From an optimization exercise on the open Yosys and OpenROAD flow, aimed at small area, a short achievable clock period and few clock cycles; shortcuts taken in it are not production practice.
The RTL of this run was laid out without a check of its function.

--- flow/flow/run.sh ---
#!/bin/bash
# The standard layout (the standard.sh), with these changes:
# - synthesis maps Yosys's carry-lookahead cells ($lcu) to ripple carry
#   (flow/ripple_lcu.v) instead of ORFS's Kogge-Stone map, which makes the
#   many small adders of this design about a fifth smaller;
# - timing repair aims for 45 ns of setup slack, so that the resizer speeds
#   up the long adder chains (the constraints themselves are unchanged);
# - every port is still buffered, with the smallest buffer cell.
set -euo pipefail
export SYNTH_OPERATIONS_ARGS="-extra-map $PWD/flow/ripple_lcu.v"
export BUFFER_PORTS_ARGS="-buffer_cell sky130_fd_sc_hd__buf_1"
bash standard.sh SETUP_SLACK_MARGIN=45 finish > standard.log 2>&1
--- flow/flow/ripple_lcu.v ---
(* techmap_celltype = "$lcu" *)
module _80_lcu_ripple (P, G, CI, CO);
	parameter WIDTH = 2;

	(* force_downto *)
	input [WIDTH-1:0] P, G;
	input CI;

	(* force_downto *)
	output [WIDTH-1:0] CO;

	integer i;
	(* force_downto *)
	reg [WIDTH-1:0] c;

	wire [1023:0] _TECHMAP_DO_ = "proc; opt -fast";

	always @* begin
		c[0] = G[0] | (P[0] & CI);
		for (i = 1; i < WIDTH; i = i + 1)
			c[i] = G[i] | (P[i] & c[i - 1]);
	end

	assign CO = c;
endmodule
--- flow/standard.sh ---
#!/bin/bash
# synth_recipe.tcl (not shown) runs the flow's synth.tcl, then flattens the netlist and writes it again
# the make line also repeats each setting of config.mk as NAME=value (left out here)
make -C /OpenROAD-flow-scripts/flow DESIGN_CONFIG=/design/flow/config.mk WORK_HOME=/design/flow/orfs CLKGATE_MAP_FILE= SYNTH_SCRIPT=/design/flow/synth_recipe.tcl "${@:-finish}"
--- flow/config.mk ---
export PLATFORM = sky130hd
export DESIGN_NAME = EC_TOP
export DESIGN_NICKNAME = EC_TOP
export VERILOG_FILES = /design/flow/design.v
export SDC_FILE = /design/flow/constraint.sdc
export NUM_CORES = 4
export LEC_CHECK = 0
export CAP_MARGIN = 20
export CORE_MARGIN = 2
export CORE_UTILIZATION = 30
export PLACE_DENSITY = 0.5
export SLEW_MARGIN = 20
--- flow/constraint.sdc ---
create_clock -name core_clock -period 80.0 [get_ports {clk}]
set_input_delay 16.0000 -clock core_clock [delete_from_list [all_inputs] [get_ports {clk}]]
set_output_delay 16.0000 -clock core_clock [all_outputs]
set_load 0.01 [all_outputs]
--- flow/design.v ---
module INV_IP (
    input  [5:0] IN_P,
    input  [3:0] IN_M,
    output reg [5:0] OUT_INV
);
always @(*) begin
    case ({IN_P[5:1], IN_M})
        {5'd1, 4'd0}: OUT_INV = 6'd1;
        {5'd2, 4'd0}: OUT_INV = 6'd4;
        {5'd3, 4'd0}: OUT_INV = 6'd1;
        {5'd3, 4'd1}: OUT_INV = 6'd5;
        {5'd5, 4'd0}: OUT_INV = 6'd9;
        {5'd5, 4'd1}: OUT_INV = 6'd3;
        {5'd5, 4'd2}: OUT_INV = 6'd4;
        {5'd6, 4'd0}: OUT_INV = 6'd12;
        {5'd6, 4'd1}: OUT_INV = 6'd4;
        {5'd6, 4'd2}: OUT_INV = 6'd5;
        {5'd8, 4'd0}: OUT_INV = 6'd13;
        {5'd8, 4'd1}: OUT_INV = 6'd10;
        {5'd8, 4'd2}: OUT_INV = 6'd6;
        {5'd8, 4'd3}: OUT_INV = 6'd14;
        {5'd9, 4'd0}: OUT_INV = 6'd7;
        {5'd9, 4'd1}: OUT_INV = 6'd15;
        {5'd9, 4'd2}: OUT_INV = 6'd9;
        {5'd9, 4'd3}: OUT_INV = 6'd1;
        {5'd9, 4'd4}: OUT_INV = 6'd5;
        {5'd11, 4'd0}: OUT_INV = 6'd18;
        {5'd11, 4'd1}: OUT_INV = 6'd6;
        {5'd11, 4'd2}: OUT_INV = 6'd22;
        {5'd11, 4'd3}: OUT_INV = 6'd19;
        {5'd11, 4'd4}: OUT_INV = 6'd2;
        {5'd11, 4'd5}: OUT_INV = 6'd10;
        {5'd14, 4'd0}: OUT_INV = 6'd6;
        {5'd14, 4'd1}: OUT_INV = 6'd2;
        {5'd14, 4'd2}: OUT_INV = 6'd7;
        {5'd14, 4'd3}: OUT_INV = 6'd5;
        {5'd14, 4'd4}: OUT_INV = 6'd20;
        {5'd14, 4'd5}: OUT_INV = 6'd19;
        {5'd14, 4'd6}: OUT_INV = 6'd25;
        {5'd15, 4'd0}: OUT_INV = 6'd2;
        {5'd15, 4'd1}: OUT_INV = 6'd11;
        {5'd15, 4'd2}: OUT_INV = 6'd19;
        {5'd15, 4'd3}: OUT_INV = 6'd18;
        {5'd15, 4'd4}: OUT_INV = 6'd14;
        {5'd15, 4'd5}: OUT_INV = 6'd3;
        {5'd15, 4'd6}: OUT_INV = 6'd24;
        {5'd15, 4'd7}: OUT_INV = 6'd27;
        {5'd18, 4'd0}: OUT_INV = 6'd27;
        {5'd18, 4'd1}: OUT_INV = 6'd9;
        {5'd18, 4'd2}: OUT_INV = 6'd35;
        {5'd18, 4'd3}: OUT_INV = 6'd25;
        {5'd18, 4'd4}: OUT_INV = 6'd3;
        {5'd18, 4'd5}: OUT_INV = 6'd26;
        {5'd18, 4'd6}: OUT_INV = 6'd22;
        {5'd18, 4'd7}: OUT_INV = 6'd24;
        {5'd18, 4'd8}: OUT_INV = 6'd19;
        {5'd20, 4'd0}: OUT_INV = 6'd23;
        {5'd20, 4'd1}: OUT_INV = 6'd35;
        {5'd20, 4'd2}: OUT_INV = 6'd21;
        {5'd20, 4'd3}: OUT_INV = 6'd15;
        {5'd20, 4'd4}: OUT_INV = 6'd39;
        {5'd20, 4'd5}: OUT_INV = 6'd17;
        {5'd20, 4'd6}: OUT_INV = 6'd27;
        {5'd20, 4'd7}: OUT_INV = 6'd7;
        {5'd20, 4'd8}: OUT_INV = 6'd11;
        {5'd20, 4'd9}: OUT_INV = 6'd12;
        {5'd21, 4'd0}: OUT_INV = 6'd21;
        {5'd21, 4'd1}: OUT_INV = 6'd7;
        {5'd21, 4'd2}: OUT_INV = 6'd30;
        {5'd21, 4'd3}: OUT_INV = 6'd3;
        {5'd21, 4'd4}: OUT_INV = 6'd31;
        {5'd21, 4'd5}: OUT_INV = 6'd41;
        {5'd21, 4'd6}: OUT_INV = 6'd38;
        {5'd21, 4'd7}: OUT_INV = 6'd10;
        {5'd21, 4'd8}: OUT_INV = 6'd24;
        {5'd21, 4'd9}: OUT_INV = 6'd26;
        {5'd21, 4'd10}: OUT_INV = 6'd1;
        {5'd23, 4'd0}: OUT_INV = 6'd17;
        {5'd23, 4'd1}: OUT_INV = 6'd37;
        {5'd23, 4'd2}: OUT_INV = 6'd41;
        {5'd23, 4'd3}: OUT_INV = 6'd36;
        {5'd23, 4'd4}: OUT_INV = 6'd28;
        {5'd23, 4'd5}: OUT_INV = 6'd40;
        {5'd23, 4'd6}: OUT_INV = 6'd23;
        {5'd23, 4'd7}: OUT_INV = 6'd45;
        {5'd23, 4'd8}: OUT_INV = 6'd1;
        {5'd23, 4'd9}: OUT_INV = 6'd38;
        {5'd23, 4'd10}: OUT_INV = 6'd12;
        {5'd23, 4'd11}: OUT_INV = 6'd13;
        {5'd26, 4'd0}: OUT_INV = 6'd11;
        {5'd26, 4'd1}: OUT_INV = 6'd39;
        {5'd26, 4'd2}: OUT_INV = 6'd34;
        {5'd26, 4'd3}: OUT_INV = 6'd47;
        {5'd26, 4'd4}: OUT_INV = 6'd13;
        {5'd26, 4'd5}: OUT_INV = 6'd1;
        {5'd26, 4'd6}: OUT_INV = 6'd9;
        {5'd26, 4'd7}: OUT_INV = 6'd29;
        {5'd26, 4'd8}: OUT_INV = 6'd10;
        {5'd26, 4'd9}: OUT_INV = 6'd48;
        {5'd26, 4'd10}: OUT_INV = 6'd51;
        {5'd26, 4'd11}: OUT_INV = 6'd12;
        {5'd26, 4'd12}: OUT_INV = 6'd28;
        {5'd29, 4'd0}: OUT_INV = 6'd5;
        {5'd29, 4'd1}: OUT_INV = 6'd41;
        {5'd29, 4'd2}: OUT_INV = 6'd1;
        {5'd29, 4'd3}: OUT_INV = 6'd26;
        {5'd29, 4'd4}: OUT_INV = 6'd53;
        {5'd29, 4'd5}: OUT_INV = 6'd38;
        {5'd29, 4'd6}: OUT_INV = 6'd14;
        {5'd29, 4'd7}: OUT_INV = 6'd20;
        {5'd29, 4'd8}: OUT_INV = 6'd35;
        {5'd29, 4'd9}: OUT_INV = 6'd22;
        {5'd29, 4'd10}: OUT_INV = 6'd48;
        {5'd29, 4'd11}: OUT_INV = 6'd31;
        {5'd29, 4'd12}: OUT_INV = 6'd12;
        {5'd29, 4'd13}: OUT_INV = 6'd57;
        {5'd29, 4'd14}: OUT_INV = 6'd49;
        {5'd30, 4'd0}: OUT_INV = 6'd3;
        {5'd30, 4'd1}: OUT_INV = 6'd1;
        {5'd30, 4'd2}: OUT_INV = 6'd25;
        {5'd30, 4'd3}: OUT_INV = 6'd44;
        {5'd30, 4'd4}: OUT_INV = 6'd41;
        {5'd30, 4'd5}: OUT_INV = 6'd28;
        {5'd30, 4'd6}: OUT_INV = 6'd19;
        {5'd30, 4'd7}: OUT_INV = 6'd49;
        {5'd30, 4'd8}: OUT_INV = 6'd54;
        {5'd30, 4'd9}: OUT_INV = 6'd13;
        {5'd30, 4'd10}: OUT_INV = 6'd35;
        {5'd30, 4'd11}: OUT_INV = 6'd24;
        {5'd30, 4'd12}: OUT_INV = 6'd5;
        {5'd30, 4'd13}: OUT_INV = 6'd34;
        {5'd30, 4'd14}: OUT_INV = 6'd59;
        default: OUT_INV = 6'd0;
    endcase
end
endmodule
module EC_TOP(
    clk, rst_n, in_valid,
    in_Px, in_Py, in_Qx, in_Qy, in_prime, in_a,
    out_valid, out_Rx, out_Ry
);
input clk, rst_n, in_valid;
input [5:0] in_Px, in_Py, in_Qx, in_Qy, in_prime, in_a;
output reg out_valid;
output [5:0] out_Rx, out_Ry;
wire [5:0] p = in_prime;
wire dbl = (in_Px == in_Qx) && (in_Py == in_Qy);
wire [12:0] sq;
wire [13:0] n3;
wire [7:0]  nm;
wire [5:0]  numD, numA, num;
ec_sqadd u_sq(.a(in_Px), .c(13'd0), .y(sq));
assign n3 = {sq, 1'b0} + sq + in_a;                  
ec_redc6 u_rm(.n(n3), .p(p), .r(nm));                
ec_red2  u_r1(.n(nm), .p(p), .r(numD));
ec_subm  u_na(.a(in_Qy), .b(in_Py), .p(p), .r(numA));
assign num = dbl ? numD : numA;
wire [5:0] py1, py2, py3, py4, denD, denA, den;
ec_halfm u_y1(.v(in_Py), .p(p), .en(1'b1), .r(py1));
ec_halfm u_y2(.v(py1),   .p(p), .en(1'b1), .r(py2));
ec_halfm u_y3(.v(py2),   .p(p), .en(1'b1), .r(py3));
ec_halfm u_y4(.v(py3),   .p(p), .en(1'b1), .r(py4));
ec_halfm u_y5(.v(py4),   .p(p), .en(1'b1), .r(denD));
ec_subm  u_da(.a(in_Qx), .b(in_Px), .p(p), .r(denA));
assign den = dbl ? denD : denA;
wire [6:0] hc, pd;
wire       hge;
ec_sub7 u_hc(.a({2'b0, p[5:1]}), .b(den), .ge(hge), .d(hc));
wire       neg = ~hge;                       
ec_sub7 u_pd(.a({1'b0, p}), .b(den), .ge(), .d(pd));
wire [4:0] dh = neg ? pd[4:0] : den[4:0];    
reg  [2:0] k;
reg  [3:0] m;
always @(*) begin
    casez (dh)
        5'b????1: begin k = 3'd0; m = dh[4:1];         end
        5'b???10: begin k = 3'd1; m = {1'b0, dh[4:2]}; end
        5'b??100: begin k = 3'd2; m = {2'b0, dh[4:3]}; end
        5'b?1000: begin k = 3'd3; m = {3'b0, dh[4]};   end
        default:  begin k = 3'd4; m = 4'd0;            end
    endcase
end
wire [5:0] im0, im1, im2, im3, im;
INV_IP u_inv(.IN_P(p), .IN_M(m), .OUT_INV(im0));
ec_halfm u_h1(.v(im0), .p(p), .en(k > 3'd0), .r(im1));
ec_halfm u_h2(.v(im1), .p(p), .en(k > 3'd1), .r(im2));
ec_halfm u_h3(.v(im2), .p(p), .en(k > 3'd2), .r(im3));
ec_halfm u_h4(.v(im3), .p(p), .en(k > 3'd3), .r(im));
wire [12:0] prod;
wire [5:0]  s;
ec_muladd u_mu(.a(num), .b(im), .c(13'd0), .y(prod));
ec_mred   u_r2(.n(prod), .p(p), .r(s));
wire [6:0] pq, c2;
wire [6:0] pmy;
ec_add #(7) u_pq(.a({1'b0, in_Px}), .b({1'b0, in_Qx}), .cin(1'b0), .s(pq), .co());
ec_add #(7) u_c2(.a({p, 1'b0}), .b(~pq), .cin(1'b1), .s(c2), .co());     
ec_sub7     u_pm(.a({1'b0, p}), .b(in_Py), .ge(), .d(pmy));              
wire [12:0] xs;
wire [10:0] xs5;
ec_sqadd  u_xs(.a(s), .c({6'd0, c2}), .y(xs));               
ec_rstep #(5) u_x5(.n(xs), .p(p), .r(xs5));                  
reg [5:0]  s_r, px_r, d_r, p_r;
reg [10:0] x_r;
reg       n_r;
always @(posedge clk) begin
    n_r  <= neg;
    s_r  <= s;
    px_r <= in_Px;
    x_r  <= xs5;
    d_r  <= pmy[5:0];
    p_r  <= in_prime;
end
always @(posedge clk or negedge rst_n)
    if (!rst_n) out_valid <= 1'b0;
    else        out_valid <= in_valid;
wire [12:0] ys;
wire [5:0]  t;
ec_red5   u_rx(.n(x_r), .p(p_r), .r(out_Rx));
ec_subn   u_t (.a(px_r), .b(out_Rx), .p(p_r), .neg(n_r), .r(t));  
ec_muladd u_ys(.a(s_r), .b(t), .c({7'd0, d_r}), .y(ys));     
ec_red6   u_ry(.n(ys), .p(p_r), .r(out_Ry));
endmodule
module ec_add #(parameter W = 8) (
    input  [W-1:0] a, b,
    input          cin,
    output [W-1:0] s,
    output         co
);
assign {co, s} = a + b + cin;
endmodule
module ec_sub7 (
    input  [6:0] a,
    input  [5:0] b,
    output       ge,
    output [6:0] d
);
ec_add #(7) u(.a(a), .b({1'b1, ~b}), .cin(1'b1), .s(d), .co(ge));
endmodule
module ec_red6 (
    input  [12:0] n,
    input  [5:0]  p,
    output [5:0]  r
);
wire [12:0] v [0:6];
assign v[6] = n;
genvar k;
generate
    for (k = 5; k >= 0; k = k - 1) begin : g_st
        wire [6:0] d;
        wire       ge;
        ec_sub7 u(.a(v[k+1][k +: 7]), .b(p), .ge(ge), .d(d));     
        if (k > 0) begin : g_lo
            assign v[k] = {v[k+1][12:k+7] & {(6-k){1'b0}}, ge ? d : v[k+1][k +: 7], v[k+1][k-1:0]};
        end else begin : g_lo0
            assign v[k] = {6'd0, ge ? d : v[k+1][6:0]};
        end
    end
endgenerate
assign r = v[0][5:0];
endmodule
module ec_red5 (
    input  [10:0] n,
    input  [5:0]  p,
    output [5:0]  r
);
wire [10:0] v [0:5];
assign v[5] = n;
genvar k;
generate
    for (k = 4; k >= 0; k = k - 1) begin : g_st
        wire [6:0] d;
        wire       ge;
        ec_sub7 u(.a(v[k+1][k +: 7]), .b(p), .ge(ge), .d(d));     
        if (k == 4) begin : g_top
            assign v[k] = {ge ? d : v[k+1][10:4], v[k+1][3:0]};
        end else if (k > 0) begin : g_lo
            assign v[k] = {v[k+1][10:k+7] & {(4-k){1'b0}}, ge ? d : v[k+1][k +: 7], v[k+1][k-1:0]};
        end else begin : g_lo0
            assign v[k] = {4'd0, ge ? d : v[k+1][6:0]};
        end
    end
endgenerate
assign r = v[0][5:0];
endmodule
module ec_rstep #(parameter K = 5) (
    input  [K+7:0] n,
    input  [5:0]   p,
    output [K+5:0] r
);
wire [6:0] d;
wire       ge;
ec_sub7 u(.a(n[K +: 7]), .b(p), .ge(ge), .d(d));
assign r = {ge ? d[5:0] : n[K +: 6], n[K-1:0]};
endmodule
module ec_mred (
    input  [12:0] n,
    input  [5:0]  p,
    output [5:0]  r
);
wire [14:0] v [0:6];
assign v[0] = {2'b0, n};
genvar i;
generate
    for (i = 0; i < 6; i = i + 1) begin : g_st
        assign v[i+1] = v[i] + ({15{v[i][i]}} & ({9'd0, p} << i));
    end
endgenerate
wire [6:0] u = v[6][12:6];       
wire [6:0] d;
wire       ge;
ec_sub7 uc(.a(u), .b(p), .ge(ge), .d(d));
assign r = ge ? d[5:0] : u[5:0];
endmodule
module ec_redc6 (
    input  [13:0] n,
    input  [5:0]  p,
    output [7:0]  r
);
wire [14:0] v [0:6];
assign v[0] = {1'b0, n};
genvar i;
generate
    for (i = 0; i < 6; i = i + 1) begin : g_st
        assign v[i+1] = v[i] + ({15{v[i][i]}} & ({9'd0, p} << i));
    end
endgenerate
assign r = v[6][13:6];
endmodule
module ec_red2 (
    input  [7:0] n,
    input  [5:0] p,
    output [5:0] r
);
wire [6:0] d1, d0;
wire       g1, g0;
ec_sub7 u1(.a(n[7:1]), .b(p), .ge(g1), .d(d1));
wire [6:0] v1 = {g1 ? d1[5:0] : n[6:1], n[0]};
ec_sub7 u0(.a(v1), .b(p), .ge(g0), .d(d0));
assign r = g0 ? d0[5:0] : v1[5:0];
endmodule
module ec_subm (
    input  [5:0] a, b, p,
    output [5:0] r
);
wire [6:0] d;
wire       ge;
wire [5:0] dp;
ec_sub7 u0(.a({1'b0, a}), .b(b), .ge(ge), .d(d));
ec_add #(6) u1(.a(d[5:0]), .b(p), .cin(1'b0), .s(dp), .co());
assign r = ge ? d[5:0] : dp;
endmodule
module ec_subn (
    input  [5:0] a, b, p,
    input        neg,
    output [5:0] r
);
wire [6:0] d;
wire [5:0] dp;
ec_add #(7) u0(.a({1'b0, a} ^ {7{neg}}), .b(~{1'b0, b} ^ {7{neg}}), .cin(1'b1), .s(d), .co());
ec_add #(6) u1(.a(d[5:0]), .b(p), .cin(1'b0), .s(dp), .co());
assign r = d[6] ? dp : d[5:0];
endmodule
module ec_halfm (
    input  [5:0] v, p,
    input        en,
    output [5:0] r
);
wire [6:0] t;
ec_add #(6) u(.a(v), .b(p & {6{v[0]}}), .cin(1'b0), .s(t[5:0]), .co(t[6]));
assign r = en ? t[6:1] : v;
endmodule
module ec_muladd (
    input  [5:0]  a, b,
    input  [12:0] c,
    output [12:0] y
);
wire [12:0] acc [0:6];
assign acc[0] = c;
genvar i;
generate
    for (i = 0; i < 6; i = i + 1) begin : g_row
        wire [12:0] pp = {7'd0, a & {6{b[i]}}} << i;
        ec_add #(13) u(.a(acc[i]), .b(pp), .cin(1'b0), .s(acc[i+1]), .co());
    end
endgenerate
assign y = acc[6];
endmodule
module ec_sqadd (
    input  [5:0]  a,
    input  [12:0] c,
    output [12:0] y
);
wire [12:0] acc [0:5];
ec_add #(13) u0(.a(c), .b({2'b0, a[5], 1'b0, a[4], 1'b0, a[3], 1'b0, a[2], 1'b0, a[1], 1'b0, a[0]}),
                .cin(1'b0), .s(acc[0]), .co());
genvar i;
generate
    for (i = 0; i < 5; i = i + 1) begin : g_row
        wire [12:0] pp = {7'd0, (a >> (i + 1)) & {6{a[i]}}} << (2 * i + 2);
        ec_add #(13) u(.a(acc[i]), .b(pp), .cin(1'b0), .s(acc[i+1]), .co());
    end
endgenerate
assign y = acc[5];
endmodule
==> summary.txt <==
[kinds of logic (layout without fill, tap and decap cells)]
logic type | count (synthesis) | in the layout | synth area share
multiplexers | 102 | 102 | 0.0668
flip-flops | 37 | 37 | 0.0451
AND/OR/NAND/NOR | 498 | 498 | 0.154
XOR/XNOR | 44 | 44 | 0.0246
AO/OA/AOI/OAI | 292 | 293 | 0.128
adder cells (fa/ha/maj) | 473 | 473 | 0.500
buffers and inverters | 342 | 504 | 0.0809
[layout by cell type (no fill, tap or decap), types with 37 or more instances in the layout]
| master | n |
|---|---|
| ha_1 | 142 |
| mux2_2 | 37 |
| nand2_1 | 128 |
| and2_1 | 55 |
| nor2_1 | 97 |
| nand2b_1 | 70 |
| buf_4 | 137 |
| fa_2 | 129 |
| buf_1 | 38 |
| inv_2 | 50 |
| fa_1 | 184 |
| a21oi_1 | 48 |
| o21ai_0 | 44 |
| mux2i_1 | 42 |
| buf_6 | 37 |
| inv_1 | 207 |
[metal layers]
| metal | part of all wire | vias to the layer above | track usage |
|---|---|---|---|
| li1 | - | 6257 | - |
| met5 | 0.00025 | - | 0 |
| met4 | 0.027 | 2 | 0.0445 |
| met1 | 0.45 | 6935 | 0.262 |
| met3 | 0.059 | 107 | 0.0256 |
| met2 | 0.46 | 427 | 0.304 |
[critical path, delay by kind of cell, from the launching register on]
family                   cells  cell delay, ns
adder cells (fa/ha/maj)     73           24.27
multiplexers                 6            1.93
buffers and inverters       20            1.18
AND/OR/NAND/NOR              9            1.08
AO/OA/AOI/OAI               11            0.83
flip-flops                   1            0.33
XOR/XNOR                     1            0.13
[area by class of cell]
| class | instances | area, um^2 |
|---|---|---|
| flip-flops and latches | 37 | 758 |
| clock buffers | 5 | 125 |
| inverters | 271 | 1070 |
| repair buffers | 225 | 1770 |
| clock inverters | 3 | 23.8 |
| multi-input cells | 1410 | 15600 |
| fillers | 5529 | 34500 |
| well taps | 704 | 881 |
[synthesized netlist by cell type (all sizes together), types with 7 or more instances]
library cell and count:
nand4 10, dfxtp 36, a31oi 15, inv 266
ha 160, nor3 25, o22ai 8, xnor2 29
o21ai 67, or2 9, o211a 8, and2 58
xor2 14, buf 31, mux2i 50, nand2b 72
nor2 106, mux2 52, a211oi 16, and4 7
a21o 8, clkbuf 40, fa 313, a2111oi 7
nor2b 12, nand2 139, o31ai 9, o211ai 21
a21oi 60, nand3 34
[repair_timing]
action / 4_1_cts / 5_1_grt
pin swaps: 120 / 56
hold buffers: 0 / 0
setup buffers: 130 / 18
gates cloned: 2 / 0
endpoints found under the setup margin: 23 / 23
resized for setup: 142 / 44
[flip-flops by register name, summed over array words and instances (netlist names)]
| name | count |
|---|---|
| d_r | 6 |
| s_r | 6 |
| n_r | 1 |
| out_valid | 1 |
| x_r | 11 |
| px_r | 6 |
| p_r | 6 |
[through the flow]
| stage | hold WS (ns) | area (um^2) | setup slack (ns) | util |
|---|---|---|---|---|
| 6_report | 15.47 | 20200 | 33.94 | 0.369 |
| 5_1_grt | 15.46 | 20200 | 33.00 | 0.369 |
| 4_1_cts | 15.46 | 19900 | 33.96 | 0.364 |
| 3_5_place_dp | 15.76 | 18200 | 32.94 | 0.332 |
| 3_3_place_gp | 15.76 | 18200 | 33.35 | 0.332 |
| 2_1_floorplan | 15.70 | 17400 | 34.22 | - |
[worst paths after layout]
path	from	to	slack [ns]	cells after the start
worst max-delay path	x_r[4]	out_Ry[3]	33.94	120
worst min-delay path	rst_n	out_valid	15.47	1
max in group asynchronous	rst_n	out_valid	64.44	1
min in group core_clock	in_valid	out_valid	15.81	1
==> results by group <==
Layout
  • Layout cells sized above 1: 0.298
  • Area growth syn-to-layout: 22.3%
  • Layout Nets: 2,462
  • Cell Count, Final, Fillers Out: 2,655
  • Antenna Cells: 0

Critical path
  • Data required time of the worst path: 64.00 ns
  • Delay of the slowest cell on the worst path: 0.52 ns
  • Critical Path Fanout Max: 7
  • Slowest CP cell: fa_1
  • CP arrival: 30.06 ns
  • Endpoint class of the critical path: output pin
  • CP startpoint kind: flop
  • Crit path kind: reg -> out
  • Most Frequent Cell on Critical Path: fa_2

Timing
  • Slew headroom: 0.309
  • FMAX: 0.0217 GHz
  • Pins Over Slew Limit: 0
  • Minimum clock period: 46.06 ns
  • Part of the cycle the worst path needs: 0.576
  • Unrepaired setup endpoints after global routing: true
  • Final hold violation count: 0
  • Worst Max-Slew Pin Slew: 1.03 ns
  • Setup TNS: 0 ns
  • Final setup viols: 0

Status
  • Outcome: complete, no violations

Drt
  • Remaining DRCs: 0
  • Vias per inst: 5.17
  • Vias: 13,700
  • WL/cell: 19.6 um
  • Routed Antenna Nets: 0
  • Final wirelength: 51,900 um
  • Starting DRT DRC Count: 989
  • Pre-antenna DRT Iters: 5

Yosys
  • Syn_nets: 2,300
  • Post-synth EDFFs: 0
  • Ys Warns: 8
  • Prevailing post-synth register cell: dfxtp_1
  • Count of different cell masters after synthesis: 109
  • Syn_area_per_cell: 9.25 um^2
  • Post-synthesis sequential area ratio: 0.0451
  • Seq cells post-synth: 37
  • Share of flip-flops with an asynchronous set or reset: 0.0270
  • Post-synthesis instance total: 1,788
  • Post-Syn Area: 16,500 um^2
  • Largest cells by area after synthesis: fa_1 38%, ha_1 12%, inv_1 6.0%, dfxtp_1 4.4%, mux2_2 3.1%
  • Share of the synthesized area in the top cell type: 0.379
  • Yosys top cell by area: fa_1

Hold path
  • Worst min path class: in -> async

Placed design
  • DP HPWL: 39,300 um
  • RePlAce Congestion: 0.951
  • DP Cell Count: 2,497
  • IO Port Bufs: 51

Die
  • CORE AREA: 54,800 um^2
  • Row count: 86
  • Die height: 239 um
  • Die W: 239 um
  • Effective utilization at floorplan: 0.302
  • Die Area: 57,000 um^2
  • Top Ports: 52

Global route
  • Vias in the first global route: 14,700
  • Total global-route track usage: 0.187
  • First-pass GRT wire length: 83,500 um
  • Largest net degree at the start of global routing: 59
  • Congestion Overflow GR: 0
  • Number of antenna violations at the first check in global routing: 1

Clock tree
  • Maximum clock path buffer count: 2
  • Worst-path clk slew: 0.06 ns
  • CTS root buf: clkbuf_16
  • CTS tree: yes
  • Number of clock sinks: 37
  • CTS H-Tree Depth: 2
  • Inserted Clock Buffers: 5

Run
  • MaxCap Viol Count: 0

[static timing again, ports no longer ideal]
How much do the figures lean on ideal ports? The routed layout below was timed once more, with nothing changed but the port constraints. Step 1: set_driving_cell puts a clkbuf_16 on clk and a buf_2 on each other input, an assumption about the parent block. Step 2 moves the port delays by t, midway between the first and last clock arrival at a register: inputs arrive t later, outputs are due t later. That takes back most of the time a late clock gives input paths. a / b / c = ideal / step 1 / step 2; a / b = the first two.
t, ns: 0.318
setup slack, ns: 33.945 / 33.907 / 34.225
clock arrival spread, ns: 0.007 / 0.007
slew at the worst register clock pin (ns): 0.06 / 0.06
worst data-port slew with drivers (ns): 0.12
After both steps setup and hold are still met in this run. For this run, drivers alone change the setup slack by -0.038 ns; drivers and shift together by +0.280 ns.
